This design comes from an exercise in tuning for small area on the open sky130 flow, not from production work.
No functional check of the RTL was part of any run shown here.
Power figures rest on the tool's default switching activity, not on a simulated workload.

==> flow/config.mk <==
export PLATFORM = sky130hd
export DESIGN_NAME = UART_CONTROLLER
export DESIGN_NICKNAME = UART_CONTROLLER
export VERILOG_FILES = /design/flow/design.v
export SDC_FILE = /design/flow/constraint.sdc
export NUM_CORES = 4
export LEC_CHECK = 0
export CAP_MARGIN = 20
export CORE_MARGIN = 2
export CORE_UTILIZATION = 40
export CTS_BUF_LIST = sky130_fd_sc_hd__clkbuf_8
export CTS_CLUSTER_DIAMETER = 60
export CTS_CLUSTER_SIZE = 16
export SLEW_MARGIN = 20
export SYNTH_HIERARCHICAL = 1
==> flow/run.sh <==
#!/bin/bash
# synth_recipe.tcl (not shown) runs the flow's synth.tcl, then flattens the netlist and writes it again
# the make line also repeats each setting of config.mk as NAME=value (left out here)
make -C /OpenROAD-flow-scripts/flow DESIGN_CONFIG=/design/flow/config.mk WORK_HOME=/design/flow/orfs CLKGATE_MAP_FILE= SYNTH_SCRIPT=/design/flow/synth_recipe.tcl finish
==> flow/design.v <==
module uart_aoi222(input wire a1, a2, b1, b2, c1, c2, output wire y);
  assign y = ~((a1 & a2) | (b1 & b2) | (c1 & c2));
endmodule
module uart_nand4(input wire a, b, c, d, output wire y);
  assign y = ~(a & b & c & d);
endmodule
module uart_orn(input wire a, b, output wire y);
  assign y = a | ~b;
endmodule
module uart_nor2(input wire a, b, output wire y);
  assign y = ~(a | b);
endmodule
module uart_predec(input wire a1, a0, kill, output wire[3:0] n);
  assign n[0] = kill | a1 | a0;
  assign n[1] = kill | a1 | ~a0;
  assign n[2] = kill | ~a1 | a0;
  assign n[3] = kill | ~(a1 & a0);
endmodule
module uart_dec15 #(parameter [59:0] CODE = 60'h0)
  (input wire[3:0] a, input wire kill, output wire[14:0] s);
  wire[3:0] nl, nh;
  uart_predec pl(.a1(a[1]), .a0(a[0]), .kill(1'b0), .n(nl));
  uart_predec ph(.a1(a[3]), .a0(a[2]), .kill(kill), .n(nh));
  genvar k;
  for (k = 0; k < 15; k = k + 1) begin : g
    uart_nor2 u(.a(nl[CODE[4*k +: 2]]), .b(nh[CODE[4*k+2 +: 2]]), .y(s[k]));
  end
endmodule
module uart_aomux15(input wire[14:0] s, input wire[14:0] d, output wire y);
  wire[4:0] t;
  wire u;
  uart_aoi222 m0(.a1(s[0]), .a2(d[0]), .b1(s[1]), .b2(d[1]), .c1(s[2]), .c2(d[2]), .y(t[0]));
  uart_aoi222 m1(.a1(s[3]), .a2(d[3]), .b1(s[4]), .b2(d[4]), .c1(s[5]), .c2(d[5]), .y(t[1]));
  uart_aoi222 m2(.a1(s[6]), .a2(d[6]), .b1(s[7]), .b2(d[7]), .c1(s[8]), .c2(d[8]), .y(t[2]));
  uart_aoi222 m3(.a1(s[9]), .a2(d[9]), .b1(s[10]), .b2(d[10]), .c1(s[11]), .c2(d[11]), .y(t[3]));
  uart_aoi222 m4(.a1(s[12]), .a2(d[12]), .b1(s[13]), .b2(d[13]), .c1(s[14]), .c2(d[14]), .y(t[4]));
  uart_nand4 n0(.a(t[0]), .b(t[1]), .c(t[2]), .d(t[3]), .y(u));
  uart_orn o0(.a(u), .b(t[4]), .y(y));
endmodule
module UART_RECEIVER
  #(
    parameter WORD_SIZE = 8,
    parameter CLOCK_FREQ = 50000000,
    parameter BAUD_RATE = 1250000
  )
  (
    input wire clk,
    input wire rst,
    input wire rx,
    output reg[WORD_SIZE-1:0] data_read,
    output reg rx_avbl_i
  );
  localparam[3:0] IDLE = 4'd0;
  localparam[3:0] START = 4'd1;
  localparam[3:0] WAIT = 4'd2;
  localparam[3:0] SECONDWAIT = 4'd3;
  localparam[3:0] STOP = 4'd4;
  localparam[3:0] L0 = 4'd8;       
  localparam[3:0] L7 = 4'd15;
  reg[3:0] phase;
  reg[5:0] baud_counter;    
  reg prev_rx;
  wire c_zero = (baud_counter == 0);
  wire c_last = baud_counter[5] & baud_counter[3];    
  wire c_qtr = baud_counter[3] & baud_counter[1];     
  wire c_thr = baud_counter[5];                       
  wire negedge_rx = prev_rx & ~rx;
  always @ (posedge clk) begin
    prev_rx <= rx;
    if (phase[3] && c_zero)
      data_read <= {data_read[WORD_SIZE-2:0], rx};
    if (rst) begin
      phase <= (phase == WAIT && baud_counter == 6'd10) ? L0 : IDLE;
      baud_counter <= 0;
      rx_avbl_i <= 0;
    end else begin
      rx_avbl_i <= (phase == STOP) && c_zero && rx;
      if (phase == IDLE)
        baud_counter <= (c_zero && negedge_rx) ? 6'd1 : 6'd0;
      else if (c_last || (phase == WAIT && c_qtr))
        baud_counter <= 0;
      else
        baud_counter <= baud_counter + 6'd1;
      case (phase)
        IDLE: if (c_zero && negedge_rx) phase <= START;
        START: if (c_zero) phase <= WAIT;
        WAIT: if (c_qtr) phase <= L0;
        STOP: if (c_zero) phase <= SECONDWAIT;
        SECONDWAIT: if (c_thr) phase <= IDLE;
        L7: if (c_zero) phase <= STOP;
        default: if (c_zero) phase <= phase + 4'd1;    
      endcase
    end
  end
endmodule
module UART_TRANSMITTER
  #(
    parameter WORD_SIZE = 8,
    parameter CLOCK_FREQ = 50000000,
    parameter BAUD_RATE = 1250000
  )
  (
    input wire clk,
    input wire rst,
    input wire[WORD_SIZE-1:0] data_send,
    input wire tx_send_i,
    output reg tx_avbl_i,
    output wire tx
  );
  localparam BAUD_LIMIT = CLOCK_FREQ / BAUD_RATE;    
  localparam[3:0] READY = 4'd0;
  localparam[3:0] START = 4'd1;
  localparam[3:0] B0    = 4'd2;
  localparam[3:0] GAP_A = 4'd4;
  localparam[3:0] GAP_B = 4'd5;
  localparam[3:0] B1    = 4'd8;     
  localparam[3:0] B8    = 4'd15;
  reg[3:0] phase;
  reg[5:0] baud_counter;    
  wire c_zero = (baud_counter == 0);
  wire c_last = baud_counter[5] & baud_counter[3];    
  always @ (posedge clk) begin
    if (rst) begin
      phase <= READY;
      baud_counter <= 0;
      tx_avbl_i <= 0;
    end else begin
      tx_avbl_i <= (phase == READY) && !tx_send_i;
      if (phase == READY)
        baud_counter <= 0;
      else if (c_last)
        baud_counter <= (phase == GAP_A) ? 6'd1 : 6'd0;
      else
        baud_counter <= baud_counter + 6'd1;
      case (phase)
        READY: if (tx_send_i) phase <= START;
        START: phase <= B0;
        B0:    if (c_zero) phase <= B1;
        GAP_A: if (c_last) phase <= GAP_B;
        GAP_B: if (c_last) phase <= READY;
        B8:    if (c_zero) phase <= GAP_A;
        default: if (c_zero) phase <= phase + 4'd1;    
      endcase
    end
  end
  wire[2:0] bit_sel = phase[2:0];
  wire data_bit = data_send[WORD_SIZE-1-bit_sel];
  assign tx = phase[3] ? data_bit : (phase != B0);
endmodule
module UART_CONTROLLER
  #(
    parameter rx_RING_SIZE =15,
    parameter tx_RING_SIZE = 15,
    parameter WORD_SIZE = 8
  )
  (
    input wire clk,
    input wire rst,
    input wire[WORD_SIZE-1:0] data_in,
    input wire write_nic,
    input wire read_nic,
    input wire rx,
    output reg[WORD_SIZE-1:0] data_out,
    output reg read_nic_i,
    output wire tx
  );
  wire rx_data_i; wire[WORD_SIZE-1:0] rx_data;
  reg tx_data_i; reg[WORD_SIZE-1:0] tx_data;
  wire tx_avbl_i;
  UART_RECEIVER uart_receiver(
    .clk(clk),
    .rst(rst),
    .rx(rx),
    .data_read(rx_data),
    .rx_avbl_i(rx_data_i)
  );
  UART_TRANSMITTER uart_transmitter(
    .clk(clk),
    .rst(rst),
    .data_send(tx_data),
    .tx_send_i(tx_data_i),
    .tx_avbl_i(tx_avbl_i),
    .tx(tx)
  );
  integer i;
  genvar b;
  reg[WORD_SIZE-1:0] rx_q[0:14];    
  reg[3:0] rx_ring_size;
  reg[3:0] rx_dist;                 
  always @ (posedge clk) begin
    if (rx_data_i) begin
      rx_q[0] <= rx_data;
      for (i = 1; i < 15; i = i + 1) rx_q[i] <= rx_q[i-1];
    end
  end
  wire[14:0] rx_sel;
  wire[WORD_SIZE-1:0] rx_head;
  uart_dec15 #(.CODE({4'd0, 4'd14, 4'd13, 4'd12, 4'd11, 4'd10, 4'd9, 4'd8,
                      4'd7, 4'd6, 4'd5, 4'd4, 4'd3, 4'd2, 4'd1}))
    rx_decode(.a(rx_dist), .kill(rst), .s(rx_sel));
  for (b = 0; b < WORD_SIZE; b = b + 1) begin : g_rx_mux
    uart_aomux15 m(.s(rx_sel),
      .d({rx_q[14][b], rx_q[13][b], rx_q[12][b], rx_q[11][b], rx_q[10][b],
          rx_q[9][b], rx_q[8][b], rx_q[7][b], rx_q[6][b], rx_q[5][b],
          rx_q[4][b], rx_q[3][b], rx_q[2][b], rx_q[1][b], rx_q[0][b]}),
      .y(rx_head[b]));
  end
  always @ (posedge clk) begin
    if (read_nic || rst) data_out <= rx_head;
  end
  wire rx_full = (rx_ring_size == 4'd15);
  wire[3:0] rx_size1 = (rx_data_i && !rx_full) ? rx_ring_size + 4'd1 : rx_ring_size;
  wire rx_inc = rx_data_i;
  wire rx_dec = read_nic | (rx_data_i & rx_full);
  always @ (posedge clk) begin
    if (rst) begin
      rx_ring_size <= 0;
      rx_dist <= 0;
      read_nic_i <= 0;
    end else begin
      read_nic_i <= (rx_size1 != 0) && !read_nic_i && !read_nic;
      rx_ring_size <= read_nic ? rx_size1 - 4'd1 : rx_size1;
      if (rx_inc && !rx_dec)
        rx_dist <= (rx_dist == 4'd14) ? 4'd0 : rx_dist + 4'd1;
      else if (rx_dec && !rx_inc)
        rx_dist <= (rx_dist == 4'd0) ? 4'd14 : rx_dist - 4'd1;
    end
  end
  reg[WORD_SIZE-1:0] tx_q[0:14];    
  reg[3:0] tx_ring_size;
  always @ (posedge clk) begin
    if (write_nic) begin
      tx_q[0] <= data_in;
      for (i = 1; i < 15; i = i + 1) tx_q[i] <= tx_q[i-1];
    end
  end
  wire[14:0] tx_sel;
  wire[WORD_SIZE-1:0] tx_head;
  uart_dec15 #(.CODE({4'd15, 4'd14, 4'd13, 4'd12, 4'd11, 4'd10, 4'd9, 4'd8,
                      4'd7, 4'd6, 4'd5, 4'd4, 4'd3, 4'd2, 4'd1}))
    tx_decode(.a(tx_ring_size), .kill(1'b0), .s(tx_sel));
  for (b = 0; b < WORD_SIZE; b = b + 1) begin : g_tx_mux
    uart_aomux15 m(.s(tx_sel),
      .d({tx_q[14][b], tx_q[13][b], tx_q[12][b], tx_q[11][b], tx_q[10][b],
          tx_q[9][b], tx_q[8][b], tx_q[7][b], tx_q[6][b], tx_q[5][b],
          tx_q[4][b], tx_q[3][b], tx_q[2][b], tx_q[1][b], tx_q[0][b]}),
      .y(tx_head[b]));
  end
  wire take = (tx_ring_size != 0) && tx_avbl_i && !tx_data_i;
  wire[3:0] tx_size1 = take ? tx_ring_size - 4'd1 : tx_ring_size;
  always @ (posedge clk) begin
    if (take) tx_data <= tx_head;
    if (rst) begin
      tx_ring_size <= 0;
      tx_data_i <= 0;
    end else begin
      tx_data_i <= take;
      tx_ring_size <= (write_nic && tx_size1 != 4'd15) ? tx_size1 + 4'd1 : tx_size1;
    end
  end
endmodule
==> flow/constraint.sdc <==
create_clock -name core_clock -period 10.0 [get_ports {clk}]
set_input_delay 2.0000 -clock core_clock [delete_from_list [all_inputs] [get_ports {clk}]]
set_output_delay 2.0000 -clock core_clock [all_outputs]
set_load 0.01 [all_outputs]
==> tab_implementation.tex, run 1 <==
\begin{tabular}{lr}
\hline
Metric & Value \\
\hline
\multicolumn{2}{l}{\textbf{STA}} \\
\quad Final hold vios & 0 \\
\quad Max Slew Vio Count & 0 \\
\quad Peak Freq & $\sim$0.23 GHz \\
\quad Final setup fails & 0 \\
\quad Post-route fraction of the period consumed by the critical path & 43.90\% \\
\quad Transition time of the tightest slew-check pin & 866.7 ps \\
\quad Setup ws final & 5610 ps \\
\quad Min Tclk post-route & between 4000 and 5000 ps \\
\quad Slew Limit Headroom & around 42\% \\
\quad Sum Neg Setup Slack & 0 ps \\
\quad RSZ-0062 raised after global routing & false \\
\quad Final Skew & 17.50 ps \\
\multicolumn{2}{l}{\textbf{Critical path}} \\
\quad Depth of the worst register-to-register path & 7 \\
\quad Crit. path cell count & 6 \\
\quad Delay of the slowest cell on the worst path & approximately 570 ps \\
\quad Critical path origin & uart\_transmitter.phase[0]\$\_SDFFE\_PP0P\_ \\
\quad Required @ worst endpoint & around 8000 ps \\
\quad Buf+Inv Stages, Crit Path & 2 \\
\quad Critical path type & reg2out \\
\quad Crit Path Max Fanout & 7 \\
\quad Data arrival, critical path & 2390 ps \\
\quad Top delay family on crit path & buffers and inverters \\
\quad Sequence of cells on the critical path & inv\_1 -> ha\_1 -> nand2b\_1 -> nor2\_1 -> a31oi\_1 -> clkdlybuf4s50\_1 \\
\quad Reg-to-reg critical path startpoint & tx\_ring\_size[0]\$\_SDFF\_PP0\_ \\
\quad Endpoint class of the critical path & output pin \\
\quad Slowest CP cell & sky130\_fd\_sc\_hd\_\_clkdlybuf4s50\_1 \\
\quad Element type at the critical path start & flip-flop \\
\multicolumn{2}{l}{\textbf{Clock tree}} \\
\quad Clock network latency to the later pin of the worst-skew pair & between 500 and 600 ps \\
\quad Post-CTS Setup Repair Bufs & 0 \\
\quad CTS clk-pin slew, worst paths & approximately 90 ps \\
\quad Buffer type at the clock tree root & sky130\_fd\_sc\_hd\_\_clkbuf\_8 \\
\quad Number of CTS-inserted buffers & 27 \\
\quad Quantity of hold-fixing buffers added after cts & 0 \\
\quad Maximum clock insertion buffer count & 3 \\
\quad TritonCTS clock tree & done \\
\quad Cts repair resizes & 0 \\
\quad Number of levels the H-tree was split into & 1 \\
\quad Clock sink count & between 300 and 400 \\
\multicolumn{2}{l}{\textbf{Synth}} \\
\quad Synthesized instance count & 711 \\
\quad Number of warning messages in the yosys log & 11 \\
\quad Ranking of synthesized cells by instance count & sky130\_fd\_sc\_hd\_\_edfxtp\_1, sky130\_fd\_sc\_hd\_\_a222oi\_1, sky130\_fd\_sc\_hd\_\_nor2\_1 \\
\quad Cell accounting for the most synthesized area & sky130\_fd\_sc\_hd\_\_edfxtp\_1 \\
\quad Fraction of the yosys area taken by sequential cells & 74.30\% \\
\quad Synth Cell Area & 11720 um2 \\
\quad Top-area cell type share of the netlist area & around 69\% \\
\quad Average cell area after synthesis & $\sim$16 um2 \\
\quad Number of synthesized flops with an enable pin & approximately 270 \\
\quad Synthesized flop and latch total & between 300 and 400 \\
\quad Netlist cell types & 70 \\
\quad Largest cells by area after synthesis & sky130\_fd\_sc\_hd\_\_edfxtp\_1, sky130\_fd\_sc\_hd\_\_a222oi\_1, sky130\_fd\_sc\_hd\_\_dfxtp\_1, sky130\_fd\_sc\_hd\_\_ha\_1, sky130\_fd\_sc\_hd\_\_nor2\_1 \\
\quad Most instantiated library cell after synthesis & sky130\_fd\_sc\_hd\_\_edfxtp\_1 \\
\quad Top flip-flop cell by instance count after synthesis & sky130\_fd\_sc\_hd\_\_edfxtp\_1 \\
\quad Async S/R FF share, synth & 0\% \\
\multicolumn{2}{l}{\textbf{Placement}} \\
\quad Input/output buffers & 22 \\
\quad Post-Place Worst Slack & 5680 ps \\
\quad Sum of net half-perimeters after detailed placement & $\sim$13 mm \\
\quad Placer congestion estimate & roughly 0.8 \\
\quad Standard cell area after detailed placement & 12400 um2 \\
\multicolumn{2}{l}{\textbf{Job}} \\
\quad Max-cap violations & 0 \\
\multicolumn{2}{l}{\textbf{Detailed routing}} \\
\quad DR DRC count & 0 \\
\quad Number of DRC violations after detailed-routing iteration 0 & 900 \\
\quad Count of TritonRoute iterations in the first routing pass & 8 \\
\quad Count of vias placed by the detailed router & 6533 \\
\quad Total routed wirelength & between 20 and 25 mm \\
\quad Routed length per placed instance & about 18 um \\
\quad Vias per std cell & 5.617 \\
\quad Count of antenna-violating nets left after detailed routing & 0 \\
\multicolumn{2}{l}{\textbf{Floorplan}} \\
\quad Die height & 175.2 um \\
\quad Area inside the core boundary & around 29000 um2 \\
\quad Num rows & 62 \\
\quad Total I/O pin count & 23 \\
\quad Effective utilization at floorplan & between 40\% and 50\% \\
\quad Width of the die & 175.2 um \\
\quad Die area & just over 30000 um2 \\
\multicolumn{2}{l}{\textbf{Pwr}} \\
\quad Cell leakage power & roughly 4.2 nW \\
\quad Power density normalized to cell area & between 200 and 250 nW/um2 \\
\quad Maximum VDD drop & $\sim$0.14 mV \\
\multicolumn{2}{l}{\textbf{Min path}} \\
\quad Hold path start & read\_nic\_i\$\_SDFF\_PP0\_ \\
\quad Tightest Hold Check Type & reg2reg \\
\quad Hold depth & 1 \\
\multicolumn{2}{l}{\textbf{Layout}} \\
\quad Layout overhead on the synthesized area & 10.65\% \\
\quad Post-route cell area & $\sim$13000 um2 \\
\quad Proportion of layout cells with a drive suffix above 1 & 7.702\% \\
\quad Antenna cell count & 0 \\
\quad Number of nets in the final layout & between 700 and 800 \\
\multicolumn{2}{l}{\textbf{Global routing}} \\
\quad Remaining Overflow, GRT & 0 \\
\quad Via count of the first global-routing pass & around 6.4k \\
\quad Maximum number of pins on one net before global-route repair & 92 \\
\quad Total global routing track utilization & a little over an eighth \\
\quad Initial antenna violation count & 0 \\
\quad Wire length of the first global-routing pass & $\sim$34 mm \\
\multicolumn{2}{l}{\textbf{Run status}} \\
\quad Status & finished clean \\
\hline
\end{tabular}
## power breakdown
| part | leakage (nW) | internal (mW) | total, mW | switching, mW |
|---|---|---|---|---|
| combinational | 1.10 | 0.191 | 0.426 | 0.235 |
| clock | 0.301 | 0.319 | 0.738 | 0.419 |
| sequential | 2.81 | 1.50 | 1.61 | 0.106 |
## worst reg2reg max path: stages (launching register included)
cell                      delay (ps)
sky130_fd_sc_hd__dfxtp_1         600
sky130_fd_sc_hd__inv_1           180
sky130_fd_sc_hd__ha_1            290
sky130_fd_sc_hd__nor3b_1         190
sky130_fd_sc_hd__nor2_1          690
sky130_fd_sc_hd__xnor2_1         240
sky130_fd_sc_hd__nand3_1         100
sky130_fd_sc_hd__nor3b_1         150
## area by class of cell
cell class / instances / area, um2
Clock buffer: 27 / 371.6
Inverter: 17 / 63.81
Tap cell: 384 / 480.5
Sequential cell: 301 / 8712
Clock inverter: 19 / 190.2
Fill cell: 2497 / 15810
Timing Repair Buffer: 25 / 244.0
Multi-Input combinational cell: 390 / 2908
## per-module statistics from Yosys, one instance, submodules excluded, a selection
module	flip-flops and latches	times used	area [um2]
uart_predec	0	4	31.28
UART_TRANSMITTER	11	1	733.2
uart_nor2	0	30	3.754
UART_RECEIVER	20	1	1017
uart_orn	0	16	6.256
uart_nand4	0	16	6.256
uart_aoi222	0	80	10.01
UART_CONTROLLER	270	1	8725
## per-stage QoR
step / util [%] / power, mW / std cells / hold slack (ps)
floorplan: - / 1.942 / 720 / 400.3
global placement: 43.10 / 2.057 / 1117 / 402.6
detailed placement: 43.10 / 2.061 / 1117 / 408.9
CTS: 45.05 / 2.808 / 1163 / 428.8
global route: 45.07 / 2.922 / 1163 / 435.4
finish: 45.07 / 2.770 / 1163 / 420.7
## placed cells by master, fill, tap and decap left out, drive strengths merged, types with 10 or more instances in the layout
cell / count
clkdlybuf4s50: 21
nand2: 11
nand2b: 24
nor2b: 10
nor3: 10
inv: 28
a222oi: 81
edfxtp: 268
nand3: 13
conb: 12
a21oi: 14
ha: 21
dfxtp: 33
nor2: 60
nand4: 18
clkbuf: 27
## cells by family after synthesis
| group | synth area share (%) |
|---|---|
| AO/OA/AOI/OAI | 11.53 |
| XOR/XNOR | 0.8967 |
| adder cells (fa/ha/maj) | 2.242 |
| buffers and inverters | 1.185 |
| flip-flops | 74.30 |
| multiplexers | 1.014 |
| other | 0.09606 |
| AND/OR/NAND/NOR | 8.743 |
## state kept, by name, indices dropped and copies added, names as in the netlist, 6 cells and up
signal and count:
tx_q 120, uart_transmitter.baud_counter 6, uart_receiver.baud_counter 6, uart_receiver.data_read 8, tx_data 8, data_out 8
rx_q 120
## metal layers
layer	up-vias	track usage [%]	wire, um
met2	180	20.52	9307
met5	-	0	0
li1	3075	-	-
met4	0	3.472	437
met1	3250	19.81	9619
met3	28	2.198	1143
## path summary, 6_finish.rpt
path                                                   end  slack [ps]
worst min-delay path                 read_nic_i$_SDFF_PP0_         420
worst max-delay path                                    tx        5610
worst max register to register  tx_ring_size[0]$_SDFF_PP0_        7450
worst min register to register       read_nic_i$_SDFF_PP0_         420
==> run 2: changes to the inputs <==
--- a/flow/config.mk
+++ b/flow/config.mk
@@ -8,8 +8,8 @@
 export CAP_MARGIN = 20
 export CORE_MARGIN = 2
 export CORE_UTILIZATION = 40
-export CTS_BUF_LIST = sky130_fd_sc_hd__clkbuf_8
-export CTS_CLUSTER_DIAMETER = 60
-export CTS_CLUSTER_SIZE = 16
+export CTS_BUF_LIST = sky130_fd_sc_hd__clkbuf_16
+export CTS_CLUSTER_DIAMETER = 100
+export CTS_CLUSTER_SIZE = 30
 export SLEW_MARGIN = 20
 export SYNTH_HIERARCHICAL = 1
==> run 2 against run 1 <==
- design area down 1.0%
- first-iteration DRC count up 6.6%
- sequential share of layout area up 0.69 points
- sequential power about the same
- non-clock buffer count unchanged
- area after synthesis unchanged
- global-route usage down 0.16 points
- die area unchanged
- utilization down 0.46 points
- combinational power about the same
- critical endpoint unchanged
- largest cell class unchanged
- largest power group unchanged
==> tab_implementation.tex, run 2 <==
\begin{tabular}{lr}
\hline
Metric & Value \\
\hline
\multicolumn{2}{l}{\textbf{Run status}} \\
\quad Status & finished clean \\
\multicolumn{2}{l}{\textbf{Layout}} \\
\quad Number of nets in the final layout & 783 \\
\quad Most frequent cells in the layout & sky130\_fd\_sc\_hd\_\_edfxtp\_1, sky130\_fd\_sc\_hd\_\_a222oi\_1, sky130\_fd\_sc\_hd\_\_nor2\_1, sky130\_fd\_sc\_hd\_\_dfxtp\_1, sky130\_fd\_sc\_hd\_\_nand2b\_1 \\
\quad Filler cells & 2502 \\
\quad Proportion of layout cells with a drive suffix above 1 & $\sim$5.2\% \\
\quad Biggest regs & rx\_q (120), tx\_q (120) \\
\quad Layout overhead on the synthesized area & 9.522\% \\
\quad Leading cell type in the layout, fill and taps excluded & sky130\_fd\_sc\_hd\_\_edfxtp\_1 \\
\quad Antenna cell count & 0 \\
\multicolumn{2}{l}{\textbf{STA}} \\
\quad Final hold vios & 0 \\
\quad RSZ-0062 raised after global routing & false \\
\quad Transition time of the tightest slew-check pin & 874.3 ps \\
\quad Post-route fraction of the period consumed by the critical path & between 40 and 50\% \\
\quad Max Slew Vio Count & 0 \\
\quad Final Skew & $\sim$13 ps \\
\quad Post-Route Hold Slack & 423.0 ps \\
\quad Sum Neg Setup Slack & 0 ps \\
\quad Final setup fails & 0 \\
\quad Peak Freq & $\sim$0.23 GHz \\
\quad Min Tclk post-route & approximately 4300 ps \\
\quad Slew Limit Headroom & around two fifths \\
\multicolumn{2}{l}{\textbf{Pwr}} \\
\quad Maximum VDD drop & roughly 0.14 mV \\
\quad Cell leakage power & 4.139 nW \\
\quad Power density normalized to cell area & 209.4 nW/um2 \\
\multicolumn{2}{l}{\textbf{Synth}} \\
\quad Number of warning messages in the yosys log & 11 \\
\quad Largest cells by area after synthesis & sky130\_fd\_sc\_hd\_\_edfxtp\_1, sky130\_fd\_sc\_hd\_\_a222oi\_1, sky130\_fd\_sc\_hd\_\_dfxtp\_1, sky130\_fd\_sc\_hd\_\_ha\_1, sky130\_fd\_sc\_hd\_\_nor2\_1 \\
\quad Synthesized instance count & slightly above 700 \\
\quad Synthesized flop and latch total & 301 \\
\quad Synth Cell Area & between 10000 and 15000 um2 \\
\quad Top flip-flop cell by instance count after synthesis & sky130\_fd\_sc\_hd\_\_edfxtp\_1 \\
\quad Average cell area after synthesis & 16.49 um2 \\
\quad Cell accounting for the most synthesized area & sky130\_fd\_sc\_hd\_\_edfxtp\_1 \\
\quad Async S/R FF share, synth & 0\% \\
\quad Ranking of synthesized cells by instance count & sky130\_fd\_sc\_hd\_\_edfxtp\_1, sky130\_fd\_sc\_hd\_\_a222oi\_1, sky130\_fd\_sc\_hd\_\_nor2\_1 \\
\quad Most instantiated library cell after synthesis & sky130\_fd\_sc\_hd\_\_edfxtp\_1 \\
\quad Number of synthesized flops with an enable pin & 268 \\
\quad Fraction of the yosys area taken by sequential cells & 74.30\% \\
\quad Top-area cell type share of the netlist area & 68.66\% \\
\quad Netlist cell types & 70 \\
\multicolumn{2}{l}{\textbf{Min path}} \\
\quad Hold path start & read\_nic\_i\$\_SDFF\_PP0\_ \\
\quad Tightest Hold Check Type & reg2reg \\
\multicolumn{2}{l}{\textbf{Floorplan}} \\
\quad Num rows & just over 60 \\
\quad Effective utilization at floorplan & between 40\% and 50\% \\
\quad Die height & 175.2 um \\
\quad Total I/O pin count & 23 \\
\quad Width of the die & $\sim$180 um \\
\quad Die area & approximately 31000 um2 \\
\quad Area inside the core boundary & $\sim$29000 um2 \\
\multicolumn{2}{l}{\textbf{Job}} \\
\quad Max-cap violations & 0 \\
\multicolumn{2}{l}{\textbf{Clock tree}} \\
\quad Cts repair resizes & 0 \\
\quad CTS clk-pin slew, worst paths & between 100 and 150 ps \\
\quad Post-CTS Setup Repair Bufs & 0 \\
\quad TritonCTS clock tree & done \\
\quad Clock network latency to the later pin of the worst-skew pair & 490 ps \\
\quad Clock sink count & $\sim$300 \\
\quad Maximum clock insertion buffer count & 3 \\
\quad Number of levels the H-tree was split into & 1 \\
\quad Buffer type at the clock tree root & sky130\_fd\_sc\_hd\_\_clkbuf\_16 \\
\quad Number of CTS-inserted buffers & 14 \\
\quad Quantity of hold-fixing buffers added after cts & 0 \\
\multicolumn{2}{l}{\textbf{Global routing}} \\
\quad Remaining Overflow, GRT & 0 \\
\quad Initial antenna violation count & 0 \\
\quad Maximum number of pins on one net before global-route repair & 92 \\
\quad Total global routing track utilization & between 10\% and 20\% \\
\quad Via count of the first global-routing pass & approximately 6.3k \\
\quad Wire length of the first global-routing pass & 33.71 mm \\
\multicolumn{2}{l}{\textbf{Critical path}} \\
\quad Reg-to-reg critical path startpoint & tx\_ring\_size[0]\$\_SDFF\_PP0\_ \\
\quad Critical path origin & uart\_transmitter.phase[0]\$\_SDFFE\_PP0P\_ \\
\quad Endpoint class of the critical path & output pin \\
\quad Crit Path Max Fanout & 7 \\
\quad Critical path type & reg2out \\
\quad Element type at the critical path start & flip-flop \\
\quad Data arrival, critical path & approximately 2300 ps \\
\quad Required @ worst endpoint & $\sim$8000 ps \\
\multicolumn{2}{l}{\textbf{Placement}} \\
\quad Placer congestion estimate & 0.8226 \\
\quad Input/output buffers & 22 \\
\quad Sum of net half-perimeters after detailed placement & about 13 mm \\
\multicolumn{2}{l}{\textbf{Detailed routing}} \\
\quad Vias per std cell & approximately 5.7 \\
\quad Count of TritonRoute iterations in the first routing pass & 6 \\
\quad Routed length per placed instance & between 15 and 20 um \\
\quad Count of vias placed by the detailed router & approximately 6.5k \\
\quad Number of DRC violations after detailed-routing iteration 0 & roughly 960 \\
\quad DR DRC count & 0 \\
\quad Count of antenna-violating nets left after detailed routing & 0 \\
\quad Total routed wirelength & 20.37 mm \\
\hline
\end{tabular}
==> run 2: cell counts after synthesis <==
No cell type changed its count.
==> run 2: cell families after synthesis <==
logic type,synth area share [%]
and+or+nand+nor,8.743
xor gates and xnor gates,0.8967
adders and majority gates,2.242
other,0.09606
DFF,74.30
AOI/OAI and AO/OA,11.53
buffers and inverters,1.185
muxes,1.014
==> run 2: critical path, cell delays in order (launching register included) <==
cell and delay, ps:
sky130_fd_sc_hd__dfxtp_1 510, sky130_fd_sc_hd__inv_1 130, sky130_fd_sc_hd__ha_1 230, sky130_fd_sc_hd__nand2b_1 150
sky130_fd_sc_hd__nor2_1 60, sky130_fd_sc_hd__a31oi_1 190, sky130_fd_sc_hd__clkdlybuf4s50_1 570
==> run 2: per-module statistics from Yosys (local to each module, per instance), excerpt <==
module,times used,cells
UART_CONTROLLER,1,376
uart_aoi222,80,1
uart_predec,4,4
uart_nor2,30,1
uart_nand4,16,1
uart_orn,16,1
==> run 2: worst paths after layout <==
| path | to | slack (ps) | cells past startpoint |
|---|---|---|---|
| max | tx | 5680 | 6 |
| min | read_nic_i$_SDFF_PP0_ | 420 | 1 |
| max reg2reg | tx_ring_size[0]$_SDFF_PP0_ | 7430 | 7 |
| min reg2reg | read_nic_i$_SDFF_PP0_ | 420 | 1 |
==> run 2: layout make-up <==
class	instances	area [um2]	area share (%)
inverter	17	63.81	0.4971
clock inverter	9	53.80	0.4191
sequential	301	8712	67.87
multi-input combinational	390	2908	22.65
timing repair buffer	25	244.0	1.901
clock buffer	15	375.4	2.924
tap	384	480.5	3.743
==> run 2: power breakdown <==
part           total, mW  leakage, nW  internal [mW]  switching [mW]
Sequential          1.61         2.81           1.50           0.106
Clock              0.656        0.232          0.282           0.374
Combinational      0.425         1.10          0.191           0.234
==> run 2: per-stage QoR <==
step | util [%] | setup slack [ps] | instances | cell area, um2 | total power [mW]
floorplan | - | 5421 | 720 | 11760 | 1.942
global placement | 43.10 | 5822 | 1117 | 12400 | 2.057
detailed placement | 43.10 | 5680 | 1117 | 12400 | 2.061
CTS | 44.59 | 5574 | 1141 | 12830 | 2.722
global route | 44.60 | 5478 | 1141 | 12840 | 2.834
finish | 44.60 | 5682 | 1141 | 12840 | 2.688
==> run 2: metal layers <==
layer  global-route usage (%)  wire [um]  part of all wire, %  vias to the layer above
met3                    2.154       1247                  6.1                       15
li1                         -          -                    -                     3046
met2                    20.82       9381                   46                      204
met5                        0          0                    0                        -
met4                    2.535        218                  1.1                        0
met1                    19.49       9523                   47                     3259
==> run 3: changes to the inputs <==
--- a/flow/config.mk
+++ b/flow/config.mk
@@ -8,7 +8,7 @@
 export CAP_MARGIN = 20
 export CORE_MARGIN = 2
 export CORE_UTILIZATION = 40
-export CTS_BUF_LIST = sky130_fd_sc_hd__clkbuf_16
+export CTS_BUF_LIST = sky130_fd_sc_hd__clkbuf_8 sky130_fd_sc_hd__clkbuf_16
 export CTS_CLUSTER_DIAMETER = 100
 export CTS_CLUSTER_SIZE = 30
 export SLEW_MARGIN = 20
==> run 3 against run 2 <==
- still clean
- global-route usage did not move
- combinational power barely moved
- first-iteration DRC count did not move
- maximum frequency is the same
- area after synthesis stayed put
- clock skew stayed put
- via count unchanged
- sequential share of layout area unchanged
- cell count stayed put
- clock power about the same
- non-clock buffer count unchanged
- critical path type unchanged
==> tab_implementation.tex, run 3 <==
\begin{tabular}{lr}
\hline
Metric & Value \\
\hline
\multicolumn{2}{l}{\textbf{Floorplan}} \\
\quad Die height & roughly 180 um \\
\quad Num rows & 62 \\
\quad Area inside the core boundary & roughly 29000 um2 \\
\quad Die area & 30690 um2 \\
\quad Width of the die & $\sim$180 um \\
\quad Total I/O pin count & 23 \\
\quad Effective utilization at floorplan & about two fifths \\
\multicolumn{2}{l}{\textbf{Critical path}} \\
\quad Element type at the critical path start & flip-flop \\
\quad Data arrival, critical path & 2320 ps \\
\quad Reg-to-reg critical path startpoint & tx\_ring\_size[0]\$\_SDFF\_PP0\_ \\
\quad Crit Path Max Fanout & 7 \\
\quad Delay of the slowest cell on the worst path & 570 ps \\
\quad Endpoint class of the critical path & output pin \\
\quad Critical path type & reg2out \\
\quad Sequence of cells on the critical path & inv\_1 -> ha\_1 -> nand2b\_1 -> nor2\_1 -> a31oi\_1 -> clkdlybuf4s50\_1 \\
\quad Slowest CP cell & sky130\_fd\_sc\_hd\_\_clkdlybuf4s50\_1 \\
\quad Critical path origin & uart\_transmitter.phase[0]\$\_SDFFE\_PP0P\_ \\
\quad Required @ worst endpoint & roughly 8000 ps \\
\multicolumn{2}{l}{\textbf{Synth}} \\
\quad Arithmetic-cell share of the synthesized area counting full adders, half adders and majority gates & around 2.2\% \\
\quad Most instantiated library cell after synthesis & sky130\_fd\_sc\_hd\_\_edfxtp\_1 \\
\quad Number of warning messages in the yosys log & 11 \\
\quad Async S/R FF share, synth & 0\% \\
\quad Synthesized instance count & about 700 \\
\quad Synthesized flop and latch total & roughly 300 \\
\quad Fraction of the mapped netlist area in compound gates & around 12\% \\
\quad Largest cells by area after synthesis & sky130\_fd\_sc\_hd\_\_edfxtp\_1, sky130\_fd\_sc\_hd\_\_a222oi\_1, sky130\_fd\_sc\_hd\_\_dfxtp\_1, sky130\_fd\_sc\_hd\_\_ha\_1, sky130\_fd\_sc\_hd\_\_nor2\_1 \\
\quad Multiplexer area fraction after synthesis & between 1 and 1.5\% \\
\quad Average cell area after synthesis & between 15 and 20 um2 \\
\quad Fraction of the yosys area taken by sequential cells & approximately 74\% \\
\quad Cell accounting for the most synthesized area & sky130\_fd\_sc\_hd\_\_edfxtp\_1 \\
\quad Ranking of synthesized cells by instance count & sky130\_fd\_sc\_hd\_\_edfxtp\_1, sky130\_fd\_sc\_hd\_\_a222oi\_1, sky130\_fd\_sc\_hd\_\_nor2\_1 \\
\quad Post-Synth XOR/XNOR Area & less than 1\% \\
\quad Top-area cell type share of the netlist area & $\sim$70\% \\
\quad Number of synthesized flops with an enable pin & about 270 \\
\quad Synth Cell Area & around 12000 um2 \\
\quad Synthesized-area fraction occupied by and/or/nand/nor cells & 8.743\% \\
\quad Netlist cell types & 70 \\
\quad Top flip-flop cell by instance count after synthesis & sky130\_fd\_sc\_hd\_\_edfxtp\_1 \\
\quad Largest family of logic cells by synthesized area & compound AO/OA/AOI/OAI gates \\
\multicolumn{2}{l}{\textbf{Detailed routing}} \\
\quad Vias per std cell & roughly 5.7 \\
\quad Number of DRC violations after detailed-routing iteration 0 & between 900 and 1k \\
\quad Count of TritonRoute iterations in the first routing pass & 6 \\
\quad Met3 wire length & roughly 1.2 mm \\
\quad Routed length per placed instance & about 18 um \\
\quad Total routed wirelength & a little over 20 mm \\
\quad Count of antenna-violating nets left after detailed routing & 0 \\
\quad Met2 Wirelength & 9.381 mm \\
\quad Count of vias placed by the detailed router & 6524 \\
\quad Top Layer Used & met4 \\
\quad DRT met1 WL & between 9 and 10 mm \\
\quad DR DRC count & 0 \\
\multicolumn{2}{l}{\textbf{Placement}} \\
\quad Placer congestion estimate & around 0.8 \\
\quad Standard cell area after detailed placement & 12400 um2 \\
\quad Input/output buffers & 22 \\
\quad Sum of net half-perimeters after detailed placement & around 13 mm \\
\multicolumn{2}{l}{\textbf{Clock tree}} \\
\quad Cts repair resizes & 0 \\
\quad Clock sink count & around 300 \\
\quad Number of levels the H-tree was split into & 1 \\
\quad CTS clk-pin slew, worst paths & approximately 110 ps \\
\quad Post-CTS Setup Repair Bufs & 0 \\
\quad Maximum clock insertion buffer count & 3 \\
\quad Buffer type at the clock tree root & sky130\_fd\_sc\_hd\_\_clkbuf\_16 \\
\quad Quantity of hold-fixing buffers added after cts & 0 \\
\quad Number of CTS-inserted buffers & 14 \\
\quad TritonCTS clock tree & done \\
\quad Clock network latency to the later pin of the worst-skew pair & $\sim$490 ps \\
\multicolumn{2}{l}{\textbf{STA}} \\
\quad Max Slew Vio Count & 0 \\
\quad Transition time of the tightest slew-check pin & 874.3 ps \\
\quad Min Tclk post-route & between 4000 and 5000 ps \\
\quad Slew Limit Headroom & between 40\% and 50\% \\
\quad Post-route fraction of the period consumed by the critical path & $\sim$43\% \\
\quad Sum Neg Setup Slack & 0 ps \\
\quad Peak Freq & roughly 0.23 GHz \\
\quad RSZ-0062 raised after global routing & false \\
\quad Final Skew & between 10 and 15 ps \\
\quad Final hold vios & 0 \\
\quad Final setup fails & 0 \\
\multicolumn{2}{l}{\textbf{Global routing}} \\
\quad Via count of the first global-routing pass & 6294 \\
\quad Maximum number of pins on one net before global-route repair & 92 \\
\quad Wire length of the first global-routing pass & about 34 mm \\
\quad Initial antenna violation count & 0 \\
\quad Remaining Overflow, GRT & 0 \\
\quad Total global routing track utilization & 13.21\% \\
\multicolumn{2}{l}{\textbf{Layout}} \\
\quad Leading cell type in the layout, fill and taps excluded & sky130\_fd\_sc\_hd\_\_edfxtp\_1 \\
\quad Filler cells & between 2k and 3k \\
\quad Proportion of layout cells with a drive suffix above 1 & 5.152\% \\
\quad Antenna cell count & 0 \\
\quad Layout overhead on the synthesized area & 9.522\% \\
\quad Multi-input combinational cell area & 2908 um2 \\
\quad Most frequent cells in the layout & sky130\_fd\_sc\_hd\_\_edfxtp\_1, sky130\_fd\_sc\_hd\_\_a222oi\_1, sky130\_fd\_sc\_hd\_\_nor2\_1, sky130\_fd\_sc\_hd\_\_dfxtp\_1, sky130\_fd\_sc\_hd\_\_nand2b\_1 \\
\quad Biggest regs & rx\_q (120), tx\_q (120) \\
\quad Post-route cell area & 12840 um2 \\
\quad Number of nets in the final layout & 783 \\
\quad Sequential cell area & 8712 um2 \\
\multicolumn{2}{l}{\textbf{Job}} \\
\quad Max-cap violations & 0 \\
\multicolumn{2}{l}{\textbf{Run status}} \\
\quad Status & finished clean \\
\multicolumn{2}{l}{\textbf{Pwr}} \\
\quad Power density normalized to cell area & $\sim$210 nW/um2 \\
\quad Cell leakage power & 4.139 nW \\
\quad Maximum VDD drop & about 0.14 mV \\
\multicolumn{2}{l}{\textbf{Min path}} \\
\quad Tightest Hold Check Type & reg2reg \\
\quad Hold path start & read\_nic\_i\$\_SDFF\_PP0\_ \\
\hline
\end{tabular}
==> run 3: worst paths after layout <==
check                           slack, ps                    endpoint  cells past startpoint
worst min register to register        420       read_nic_i$_SDFF_PP0_                      1
worst max register to register       7430  tx_ring_size[0]$_SDFF_PP0_                      7
worst min-delay path                  420       read_nic_i$_SDFF_PP0_                      1
worst max-delay path                 5680                          tx                      6
==> run 3: cells by family after synthesis <==
group | count (synthesis)
AO/OA/AOI/OAI | 150
adder cells (fa/ha/maj) | 21
other | 3
multiplexers | 8
AND/OR/NAND/NOR | 187
XOR/XNOR | 12
buffers and inverters | 29
flip-flops | 301
==> run 3: report_power, final <==
group	internal (mW)	switching [mW]	total, mW	leakage (nW)
sequential	1.50	0.106	1.61	2.81
combinational	0.191	0.234	0.425	1.10
clock	0.282	0.374	0.656	0.232
==> run 3: critical path, delay by kind of cell, from the launching register on <==
family | cells | cell delay [ps]
buffers and inverters | 2 | 700
DFF | 1 | 510
adders and majority gates | 1 | 230
and+or+nand+nor | 2 | 210
AOI/OAI and AO/OA | 1 | 190
==> run 3: Yosys stat by module, one instance, submodules excluded, excerpt <==
module / times used / cells / flops+latches / cell area (um2)
UART_CONTROLLER: 1 / 376 / 270 / 8725
uart_aoi222: 80 / 1 / 0 / 10.01
UART_TRANSMITTER: 1 / 81 / 11 / 733.2
uart_nand4: 16 / 1 / 0 / 6.256
uart_orn: 16 / 1 / 0 / 6.256
UART_RECEIVER: 1 / 94 / 20 / 1017
uart_nor2: 30 / 1 / 0 / 3.754
uart_predec: 4 / 4 / 0 / 31.28
==> run 3: cell type report <==
class / instances / share of cell area (%)
inverters: 17 / 0.4971
clock buffers: 15 / 2.924
clock inverters: 9 / 0.4191
flip-flops and latches: 301 / 67.87
well taps: 384 / 3.743
multi-input cells: 390 / 22.65
repair buffers: 25 / 1.901
==> run 3: metal layers <==
metal	up-vias	GRT usage [%]
met3	15	2.154
li1	3046	-
met1	3259	19.49
met5	-	0
met2	204	20.82
met4	0	2.535
==> run 3: stage by stage <==
stage          setup slack, ps  hold slack, ps  instances  power (mW)  util (%)
4_1_cts                   5574           431.5       1141       2.722     44.59
2_1_floorplan             5421           400.3        720       1.942         -
6_report                  5682           423.0       1141       2.688     44.60
5_1_grt                   5478           436.5       1141       2.834     44.60
3_5_place_dp              5680           408.9       1117       2.061     43.10
3_3_place_gp              5822           402.6       1117       2.057     43.10

==> static timing again, ports no longer ideal <==
The flow's constraints put no driver on any port. The routed layouts listed below were extracted and timed again, unchanged, in two steps. Step 1 assumes that a clkbuf_16 drives the clock port and a buf_2 every other input. Step 2 also shifts input and output timing later by t, the mid clock arrival at the registers, as if the neighbouring blocks saw the same clock. Slacks: ideal / step 1 / step 2; pairs: ideal / step 1.
run | shift t [ns] | slack for setup (ns) | hold slack, ns | latest minus earliest clock arrival (ns) | worst register clock-pin slew, ns
run 1 | 0.600 | 5.610 / 5.565 / 5.676 | 0.421 / 0.421 / 0.421 | 0.021 / 0.022 | 0.10 / 0.10
run 2 | 0.538 | 5.682 / 5.635 / 5.671 | 0.423 / 0.423 / 0.423 | 0.019 / 0.019 | 0.11 / 0.11
run 3 | 0.538 | 5.682 / 5.635 / 5.671 | 0.423 / 0.423 / 0.423 | 0.019 / 0.019 | 0.11 / 0.11
After both steps setup and hold are still met in every run listed.
